This design comes from an exercise in tuning for small area and a short achievable clock period on the open sky130 flow, not from production work.
At most, simulation tests tie the RTL to the original design; equivalence was not proved.

==> inputs of trial 21 <==
// mac_array
module mac_array (
    input  clk,
    input  srstn,
    input  start_processing,
    output processing_done,
    output [5:0] sram_w_addr,
    output [5:0] sram_v_addr,
    input  [127:0] sram_rdata_w,
    input  [31:0]  sram_rdata_v,
    output result_we,
    output [127:0] result_data
);
clock: 15.0 ns
lec_check: 0
abc_area: 1
cap_margin: 60
core_margin: 2
core_utilization: 40
slew_margin: 60
run.sh (not shown) runs the stock make flow with config.mk's settings and CLKGATE_MAP_FILE= SYNTH_SCRIPT=/design/flow/synth_recipe.tcl, a recipe that flattens the netlist after the stock synthesis.
==> trial 62 (differences from trial 21) <==
--- a/flow/design.v
+++ b/flow/design.v
@@ -1,48 +1,50 @@
 `timescale 1ns / 1ps
 module fpmul_seq_pipeline (
     input clk,
-    input  [31:0] A,
+    input  [32:0] A,
     input  [47:0] B,
+    input  Z,
     output reg [31:0] O
 );
     wire [107:0] m1;
     reg  [107:0] q1;
     wire [31:0]  m2;
-    fpmul_st1 u1 (.A(A), .B(B), .O(m1));
+    fpmul_st1 u1 (.A(A), .B(B), .Z(Z), .O(m1));
     fpmul_st2 u2 (.I(q1), .O(m2));
     always @(posedge clk) begin
         q1 <= m1;
         O  <= m2;
     end
 endmodule
 module fpmul_st1 (
-    input  [31:0] A,
+    input  [32:0] A,
     input  [47:0] B,
+    input  Z,
     output [107:0] O
 );
     wire        bs   = B[47];
     wire [7:0]  beff = B[46:39];
     wire        b_h  = B[38];           
     wire        b_e1 = B[37];
     wire        b_nf = B[36];           
     wire [11:0] bneg = B[35:24];
     wire [11:0] btwo = B[23:12];
     wire [11:0] bone = B[11:0];
     wire [7:0] ae = A[30:23];
-    wire a_ez = (ae == 8'd0);
+    wire a_ez = ~A[32];
     wire a_e1 = (ae == 8'hFF);
     wire a_fz = (A[22:0] == 23'd0);
     wire nan  = (a_e1 & ~a_fz) | (b_e1 & b_nf);
     wire inf  = a_e1 | b_e1;
     wire zero = (a_ez & a_fz) | (~b_h & ~b_nf);
     wire [23:0] am = {~a_ez, A[22:0]};
     wire [7:0]  e0 = {ae[7:1], ae[0] | a_ez} + beff + 8'd129;
     wire [47:0] ps, pc;
     mul24_rows u_rows (.a(am), .bone({b_h, bone}), .btwo({1'b0, btwo}), .bneg(bneg), .s(ps), .c(pc));
-    assign O = {nan, inf, zero, A[31] ^ bs, e0, ps, pc};
+    assign O = {nan & ~Z, inf & ~Z, zero | Z, (A[31] ^ bs) & ~Z, e0, ps, pc};
 endmodule
 module fpmul_st2 (
     input  [107:0] I,
     output [31:0] O
 );
     wire        nan = I[107], inf = I[106], zero = I[105], s = I[104];
@@ -1403,26 +1405,26 @@
     wire [23:0] t = (spec || d[7:5] != 3'd0) ? 24'd0 : (ms >> d[4:0]);
     wire [22:0] fx = sel_a ? A[22:0] : sel_b ? B[22:0] : 23'd0;
     wire [7:0]  ex = sel_a ? ae : sel_b ? be : 8'hFF;
     wire        sx = sel_a ? A[31] : sel_b ? B[31] : (A[31] ^ B[31]);
     wire        sub   = ~spec & ~same;
     wire        frc = ~spec & same & (d == 8'd0);
-    assign O = {sub, frc, spec ? sx : sg, spec ? ex : eg, spec ? {1'b1, fx} : mg, t ^ {24{sub}}};
+    wire [23:0] x = spec ? {1'b1, fx} : mg;
+    wire [23:0] y = t ^ {24{sub}};
+    assign O = {sub, frc, spec ? sx : sg, spec ? ex : eg, x & y, x ^ y};
 endmodule
 module fpadd_st2 (
     input  [58:0] I,
     output [31:0] O
 );
     wire        sub   = I[58];
     wire        frc   = I[57];
     wire        s     = I[56];
     wire [7:0]  e     = I[55:48];
-    wire [23:0] x     = I[47:24];
-    wire [23:0] y     = I[23:0];
-    wire [23:0] yy = y;
-    wire [23:0] g0 = x & yy, p0 = x ^ yy;
+    wire [23:0] g0    = I[47:24];    
+    wire [23:0] p0    = I[23:0];     
     wire [24:0] c;           
     assign c[0] = sub;
     wire [23:0] g1, p1, g2, p2, g3, p3, g4, p4, g5, p5;
     genvar k;
     generate
         for (k = 0; k < 24; k = k + 1) begin : l1
@@ -1479,46 +1481,45 @@
 `timescale 1ns / 1ps
 module PE_core (
     input clk,
     input srstn,
     input cap,
     input adv,
+    input z0,
     input pass_a,
     input pass_b,
     input wr,
     input  [31:0] in_x,
     input  [31:0] in_y,
     input  [47:0] vq,
     output [31:0] res_x,
     output [31:0] res_y
 );
-    reg [31:0] wa, wy;
+    reg [32:0] wa, wy;
     always @(posedge clk) begin
-        if (!srstn) begin
-            wa <= 32'd0;
-            wy <= 32'd0;
-        end else if (cap) begin
-            wa <= in_x;
-            wy <= in_y;
+        if (cap) begin
+            wa <= {(in_x[30:23] != 8'd0), in_x};
+            wy <= {(in_y[30:23] != 8'd0), in_y};
         end else if (adv) begin
             wa <= wy;
         end
     end
     wire [31:0] pr;
-    fpmul_seq_pipeline u_mul (.clk(clk), .A(wa), .B(vq), .O(pr));
+    fpmul_seq_pipeline u_mul (.clk(clk), .A(wa), .B(vq), .Z(z0), .O(pr));
     wire [58:0] st1;
     reg  [58:0] r1;
     reg  [31:0] r2;
     wire [31:0] st2;
     fpadd_st1 u_add1 (.A(pr), .B(r2), .pass_a(pass_a), .pass_b(pass_b), .O(st1));
     fpadd_st2 u_add2 (.I(r1), .O(st2));
     always @(posedge clk) begin
         r1 <= st1;
         r2 <= st2;
     end
-    write_out u_out (.clk(clk), .srstn(srstn), .wr(wr), .dx(st2), .dy(r2), .qx(res_x), .qy(res_y));
+    write_out u_out (.clk(clk), .srstn(srstn), .wr(wr), .dx({r1[56:48], r1[22:0]}), .dy(r2),
+                     .qx(res_x), .qy(res_y));
 endmodule
 `timescale 1ns / 1ps
 module write_out (
     input clk,
     input srstn,
     input wr,
@@ -1548,39 +1549,52 @@
     input  [127:0] sram_rdata_w,
     input  [31:0]  sram_rdata_v,
     output result_we,
     output [127:0] result_data
 );
     reg [6:0] cyc;       
-    reg [5:0] addr;      
-    reg       done_r;    
+    reg       busy;      
+    reg [5:0] waddr;     
+    reg [5:0] vaddr;     
+    reg       done_q;    
+    reg       we_q;      
     always @(posedge clk or negedge srstn) begin
         if (!srstn) begin
             cyc    <= 7'd0;
-            addr   <= 6'd0;
-            done_r <= 1'b0;
+            busy   <= 1'b0;
+            waddr  <= 6'd0;
+            vaddr  <= 6'd0;
+            done_q <= 1'b0;
+            we_q   <= 1'b0;
         end else begin
-            done_r <= (cyc == 7'd69);
+            done_q <= (cyc == 7'd69);
+            we_q   <= busy & (cyc == 7'd69);
             if (cyc == 7'd0) begin
                 if (start_processing) begin
-                    cyc  <= 7'd1;
-                    addr <= addr + 6'd1;
+                    cyc   <= 7'd1;
+                    busy  <= 1'b1;
+                    waddr <= waddr + 6'd1;
+                    vaddr <= vaddr + 6'd1;
                 end
             end else if (cyc == 7'd70) begin
-                cyc <= 7'd0;
+                cyc  <= 7'd0;
+                busy <= 1'b0;
             end else begin
                 cyc <= cyc + 7'd1;
-                if (cyc < 7'd64) addr <= addr + 6'd1;
+                if (cyc < 7'd64) begin
+                    waddr <= waddr + 6'd1;
+                    vaddr <= vaddr + 6'd1;
+                end
             end
         end
     end
-    assign sram_w_addr     = addr;
-    assign sram_v_addr     = addr;
-    assign processing_done = done_r;
-    assign result_we       = done_r;
-    wire cap    = cyc[0] | done_r;                  
+    assign sram_w_addr     = waddr;
+    assign sram_v_addr     = vaddr;
+    assign processing_done = done_q;
+    assign result_we       = we_q;
+    wire cap    = cyc[0] | (cyc == 7'd70);          
     wire adv    = (cyc != 7'd0) | start_processing;  
     wire pass_a = (cyc < 7'd4);                     
     wire pass_b = (cyc >= 7'd68);                   
     wire wr     = (cyc == 7'd69);
     wire [7:0]  ve   = sram_rdata_v[30:23];
     wire        v_ez = (ve == 8'd0);
@@ -1598,22 +1612,26 @@
         end
     endgenerate
     wire [47:0] vq_d = {sram_rdata_v[31], ve[7:1], ve[0] | v_ez, ~v_ez, (ve == 8'hFF),
                         (sram_rdata_v[22:0] != 23'd0), b_neg, b_two, b_one};
     reg [47:0] vq;
     always @(posedge clk) begin
-        if (!srstn) vq <= 48'd0;
-        else if (cap) vq <= vq_d;
+        if (cap) vq <= vq_d;
+    end
+    reg z0;
+    always @(posedge clk) begin
+        if (!srstn) z0 <= 1'b1;
+        else if (cap) z0 <= 1'b0;
     end
     PE_core pair0 (
         .clk(clk), .srstn(srstn), .cap(cap), .adv(adv),
-        .pass_a(pass_a), .pass_b(pass_b), .wr(wr),
+        .z0(z0), .pass_a(pass_a), .pass_b(pass_b), .wr(wr),
         .in_x(sram_rdata_w[31:0]), .in_y(sram_rdata_w[63:32]), .vq(vq),
         .res_x(result_data[127:96]), .res_y(result_data[95:64])
     );
     PE_core pair1 (
         .clk(clk), .srstn(srstn), .cap(cap), .adv(adv),
-        .pass_a(pass_a), .pass_b(pass_b), .wr(wr),
+        .z0(z0), .pass_a(pass_a), .pass_b(pass_b), .wr(wr),
         .in_x(sram_rdata_w[95:64]), .in_y(sram_rdata_w[127:96]), .vq(vq),
         .res_x(result_data[63:32]), .res_y(result_data[31:0])
     );
 endmodule
==> flow/flow/run.sh (new file) <==
#!/bin/bash
# Layout flow: the standard layout (standard.sh: ORFS synthesis, floorplan,
# placement, CTS, routing, finish) with the timing repair of the floorplan,
# CTS and global-route steps aimed at a setup slack margin, so that repair
# sizes and buffers the paths to a short clock period.  The SDC, clock period
# and I/O constraints are the standard flow's, unchanged; every port still gets a buffer
# (a plain buf_1, which repair resizes where timing needs it).  Gate cloning
# is off so that every register stays as the standard synthesis made it.
set -euo pipefail
MARGIN=$(cat "$(dirname "$0")/margin.txt")
bash standard.sh SETUP_SLACK_MARGIN="$MARGIN" SKIP_GATE_CLONING=1 \
    "BUFFER_PORTS_ARGS=-buffer_cell sky130_fd_sc_hd__buf_1" finish > flow_make.log 2>&1
==> flow/flow/margin.txt (new file) <==
10.7
==> flow/standard.sh (new file) <==
#!/bin/bash
# synth_recipe.tcl (not shown) runs the flow's synth.tcl, then flattens the netlist and writes it again
# the make line also repeats each setting of config.mk as NAME=value (left out here)
make -C /OpenROAD-flow-scripts/flow DESIGN_CONFIG=/design/flow/config.mk WORK_HOME=/design/flow/orfs CLKGATE_MAP_FILE= SYNTH_SCRIPT=/design/flow/synth_recipe.tcl "${@:-finish}"
==> flow/config.mk (replaced) <==
export PLATFORM = sky130hd
export DESIGN_NAME = mac_array
export DESIGN_NICKNAME = mac_array
export VERILOG_FILES = /design/flow/design.v
export SDC_FILE = /design/flow/constraint.sdc
export NUM_CORES = 4
export LEC_CHECK = 0
export ABC_AREA = 1
export CAP_MARGIN = 20
export CORE_MARGIN = 2
export CORE_UTILIZATION = 60
export SLEW_MARGIN = 20
removed: flow/run.sh
==> trial 95 (differences from trial 21) <==
--- a/flow/design.v
+++ b/flow/design.v
@@ -1,48 +1,50 @@
 `timescale 1ns / 1ps
 module fpmul_seq_pipeline (
     input clk,
-    input  [31:0] A,
+    input  [32:0] A,
     input  [47:0] B,
+    input  Z,
     output reg [31:0] O
 );
     wire [107:0] m1;
     reg  [107:0] q1;
     wire [31:0]  m2;
-    fpmul_st1 u1 (.A(A), .B(B), .O(m1));
+    fpmul_st1 u1 (.A(A), .B(B), .Z(Z), .O(m1));
     fpmul_st2 u2 (.I(q1), .O(m2));
     always @(posedge clk) begin
         q1 <= m1;
         O  <= m2;
     end
 endmodule
 module fpmul_st1 (
-    input  [31:0] A,
+    input  [32:0] A,
     input  [47:0] B,
+    input  Z,
     output [107:0] O
 );
     wire        bs   = B[47];
     wire [7:0]  beff = B[46:39];
     wire        b_h  = B[38];           
     wire        b_e1 = B[37];
     wire        b_nf = B[36];           
     wire [11:0] bneg = B[35:24];
     wire [11:0] btwo = B[23:12];
     wire [11:0] bone = B[11:0];
     wire [7:0] ae = A[30:23];
-    wire a_ez = (ae == 8'd0);
+    wire a_ez = ~A[32];
     wire a_e1 = (ae == 8'hFF);
     wire a_fz = (A[22:0] == 23'd0);
     wire nan  = (a_e1 & ~a_fz) | (b_e1 & b_nf);
     wire inf  = a_e1 | b_e1;
     wire zero = (a_ez & a_fz) | (~b_h & ~b_nf);
     wire [23:0] am = {~a_ez, A[22:0]};
     wire [7:0]  e0 = {ae[7:1], ae[0] | a_ez} + beff + 8'd129;
     wire [47:0] ps, pc;
     mul24_rows u_rows (.a(am), .bone({b_h, bone}), .btwo({1'b0, btwo}), .bneg(bneg), .s(ps), .c(pc));
-    assign O = {nan, inf, zero, A[31] ^ bs, e0, ps, pc};
+    assign O = {nan & ~Z, inf & ~Z, zero | Z, (A[31] ^ bs) & ~Z, e0, ps, pc};
 endmodule
 module fpmul_st2 (
     input  [107:0] I,
     output [31:0] O
 );
     wire        nan = I[107], inf = I[106], zero = I[105], s = I[104];
@@ -1403,26 +1405,26 @@
     wire [23:0] t = (spec || d[7:5] != 3'd0) ? 24'd0 : (ms >> d[4:0]);
     wire [22:0] fx = sel_a ? A[22:0] : sel_b ? B[22:0] : 23'd0;
     wire [7:0]  ex = sel_a ? ae : sel_b ? be : 8'hFF;
     wire        sx = sel_a ? A[31] : sel_b ? B[31] : (A[31] ^ B[31]);
     wire        sub   = ~spec & ~same;
     wire        frc = ~spec & same & (d == 8'd0);
-    assign O = {sub, frc, spec ? sx : sg, spec ? ex : eg, spec ? {1'b1, fx} : mg, t ^ {24{sub}}};
+    wire [23:0] x = spec ? {1'b1, fx} : mg;
+    wire [23:0] y = t ^ {24{sub}};
+    assign O = {sub, frc, spec ? sx : sg, spec ? ex : eg, x & y, x ^ y};
 endmodule
 module fpadd_st2 (
     input  [58:0] I,
     output [31:0] O
 );
     wire        sub   = I[58];
     wire        frc   = I[57];
     wire        s     = I[56];
     wire [7:0]  e     = I[55:48];
-    wire [23:0] x     = I[47:24];
-    wire [23:0] y     = I[23:0];
-    wire [23:0] yy = y;
-    wire [23:0] g0 = x & yy, p0 = x ^ yy;
+    wire [23:0] g0    = I[47:24];    
+    wire [23:0] p0    = I[23:0];     
     wire [24:0] c;           
     assign c[0] = sub;
     wire [23:0] g1, p1, g2, p2, g3, p3, g4, p4, g5, p5;
     genvar k;
     generate
         for (k = 0; k < 24; k = k + 1) begin : l1
@@ -1479,35 +1481,33 @@
 `timescale 1ns / 1ps
 module PE_core (
     input clk,
     input srstn,
     input cap,
     input adv,
+    input z0,
     input pass_a,
     input pass_b,
     input wr,
     input  [31:0] in_x,
     input  [31:0] in_y,
     input  [47:0] vq,
     output [31:0] res_x,
     output [31:0] res_y
 );
-    reg [31:0] wa, wy;
+    reg [32:0] wa, wy;
     always @(posedge clk) begin
-        if (!srstn) begin
-            wa <= 32'd0;
-            wy <= 32'd0;
-        end else if (cap) begin
-            wa <= in_x;
-            wy <= in_y;
+        if (cap) begin
+            wa <= {(in_x[30:23] != 8'd0), in_x};
+            wy <= {(in_y[30:23] != 8'd0), in_y};
         end else if (adv) begin
             wa <= wy;
         end
     end
     wire [31:0] pr;
-    fpmul_seq_pipeline u_mul (.clk(clk), .A(wa), .B(vq), .O(pr));
+    fpmul_seq_pipeline u_mul (.clk(clk), .A(wa), .B(vq), .Z(z0), .O(pr));
     wire [58:0] st1;
     reg  [58:0] r1;
     reg  [31:0] r2;
     wire [31:0] st2;
     fpadd_st1 u_add1 (.A(pr), .B(r2), .pass_a(pass_a), .pass_b(pass_b), .O(st1));
     fpadd_st2 u_add2 (.I(r1), .O(st2));
@@ -1598,22 +1598,26 @@
         end
     endgenerate
     wire [47:0] vq_d = {sram_rdata_v[31], ve[7:1], ve[0] | v_ez, ~v_ez, (ve == 8'hFF),
                         (sram_rdata_v[22:0] != 23'd0), b_neg, b_two, b_one};
     reg [47:0] vq;
     always @(posedge clk) begin
-        if (!srstn) vq <= 48'd0;
-        else if (cap) vq <= vq_d;
+        if (cap) vq <= vq_d;
+    end
+    reg z0;
+    always @(posedge clk) begin
+        if (!srstn) z0 <= 1'b1;
+        else if (cap) z0 <= 1'b0;
     end
     PE_core pair0 (
         .clk(clk), .srstn(srstn), .cap(cap), .adv(adv),
-        .pass_a(pass_a), .pass_b(pass_b), .wr(wr),
+        .z0(z0), .pass_a(pass_a), .pass_b(pass_b), .wr(wr),
         .in_x(sram_rdata_w[31:0]), .in_y(sram_rdata_w[63:32]), .vq(vq),
         .res_x(result_data[127:96]), .res_y(result_data[95:64])
     );
     PE_core pair1 (
         .clk(clk), .srstn(srstn), .cap(cap), .adv(adv),
-        .pass_a(pass_a), .pass_b(pass_b), .wr(wr),
+        .z0(z0), .pass_a(pass_a), .pass_b(pass_b), .wr(wr),
         .in_x(sram_rdata_w[95:64]), .in_y(sram_rdata_w[127:96]), .vq(vq),
         .res_x(result_data[63:32]), .res_y(result_data[31:0])
     );
 endmodule
==> flow/flow/run.sh (new file) <==
#!/bin/bash
# Layout flow: the standard layout (standard.sh: ORFS synthesis, floorplan,
# placement, CTS, routing, finish) with the timing repair of the floorplan,
# CTS and global-route steps aimed at a setup slack margin, so that repair
# sizes and buffers the paths to a short clock period.  The SDC, clock period
# and I/O constraints are the standard flow's, unchanged.  Gate cloning is off so that
# every register stays as the standard synthesis made it.
set -euo pipefail
MARGIN=$(cat "$(dirname "$0")/margin.txt")
bash standard.sh SETUP_SLACK_MARGIN="$MARGIN" SKIP_GATE_CLONING=1 finish > flow_make.log 2>&1
==> flow/flow/margin.txt (new file) <==
10.6
==> flow/standard.sh (new file) <==
#!/bin/bash
# synth_recipe.tcl (not shown) runs the flow's synth.tcl, then flattens the netlist and writes it again
# the make line also repeats each setting of config.mk as NAME=value (left out here)
make -C /OpenROAD-flow-scripts/flow DESIGN_CONFIG=/design/flow/config.mk WORK_HOME=/design/flow/orfs CLKGATE_MAP_FILE= SYNTH_SCRIPT=/design/flow/synth_recipe.tcl "${@:-finish}"
==> flow/config.mk (replaced) <==
export PLATFORM = sky130hd
export DESIGN_NAME = mac_array
export DESIGN_NICKNAME = mac_array
export VERILOG_FILES = /design/flow/design.v
export SDC_FILE = /design/flow/constraint.sdc
export NUM_CORES = 4
export LEC_CHECK = 0
export ABC_AREA = 1
export CAP_MARGIN = 20
export CORE_MARGIN = 2
export CORE_UTILIZATION = 40
export SLEW_MARGIN = 20
removed: flow/run.sh
==> notes <==
Maximum frequency: trial 62 > trial 95 > trial 21.
Of trial 21 and trial 62, trial 21 has the higher die area (gap about 50%, measured against trial 62).
Final area, highest first: trial 95, trial 62, trial 21.
In trial 21 the sequential cell count is lower than in trial 62, by 13.
Synthesized area, highest first: trial 62, trial 95, trial 21.
Between trial 21 and trial 62, the lower global-route usage is in trial 21 (gap 11 points).
Of trial 95 and trial 21, trial 21 has the higher clock skew (gap 0.014 ns).
==> figures <==
	trial 62	trial 21	trial 95
Result of the run	no timing/DRC/antenna violations	no timing/DRC/antenna violations	no timing/DRC/antenna violations
Signal buf overhead	5.31%	5.53%	6.89%
Simple logic cell fraction of the synthesized area	17.0%	18.2%	17.5%
Setup crit start	pair1.u_out.qy[29]	pair1.r1[0]	addr[0]
GRT met1 Usage	51.4%	37.7%	36.7%
Tapcells	1524	2325	2325
Via total after detailed routing	68400	67400	66700
Fraction of registers with async set/reset	19.0%	18.3%	18.2%
Cell at the slowest stage of the critical path	sky130_fd_sc_hd__dfrtp_2	sky130_fd_sc_hd__fa_1	sky130_fd_sc_hd__dfrtp_4
Half-perimeter wire length of the detailed placement result	175000 um	199000 um	191000 um
Final cycle utilization of the critical path	29.2%	38.2%	29.8%
Worst setup slack after layout	10.62 ns	9.27 ns	10.54 ns
Count of plain and timing-repair buffers in the layout	622	441	633
Detailed Route WL	254000 um	270000 um	269000 um
Drt first-iter violations	8491	6856	6572
Only the layout flow was run in trial 21; the RTL was not checked for function there.

-- static timing again, ports no longer ideal --
No port has a modelled driver above. Below, the same layouts with a new extraction and two added sets of constraints.
Step 1, drivers: a clkbuf_16 drives clk and a buf_2 each remaining input, both assumed.
Step 2, shift: input delay + t, output delay - t, t = (earliest + latest rising clock arrival at the registers) / 2. This alone moves slack from input paths to output paths.
a / b / c = ideal ports / drivers / drivers and shift; a / b = the first two.
run	t (ns)	setup WS [ns]	latest minus earliest clock arrival (ns)	cell pins on the clock port's net
trial 21	0.821	9.275 / 9.275 / 9.275	0.056 / 0.056	1
trial 62	0.826	10.618 / 10.532 / 10.345	0.043 / 0.043	1
trial 95	0.815	10.538 / 10.457 / 10.014	0.040 / 0.040	1
After both steps every run listed still meets setup and hold. For trial 95, which loses most, drivers alone change the setup slack by -0.081 ns; drivers and shift together by -0.524 ns.
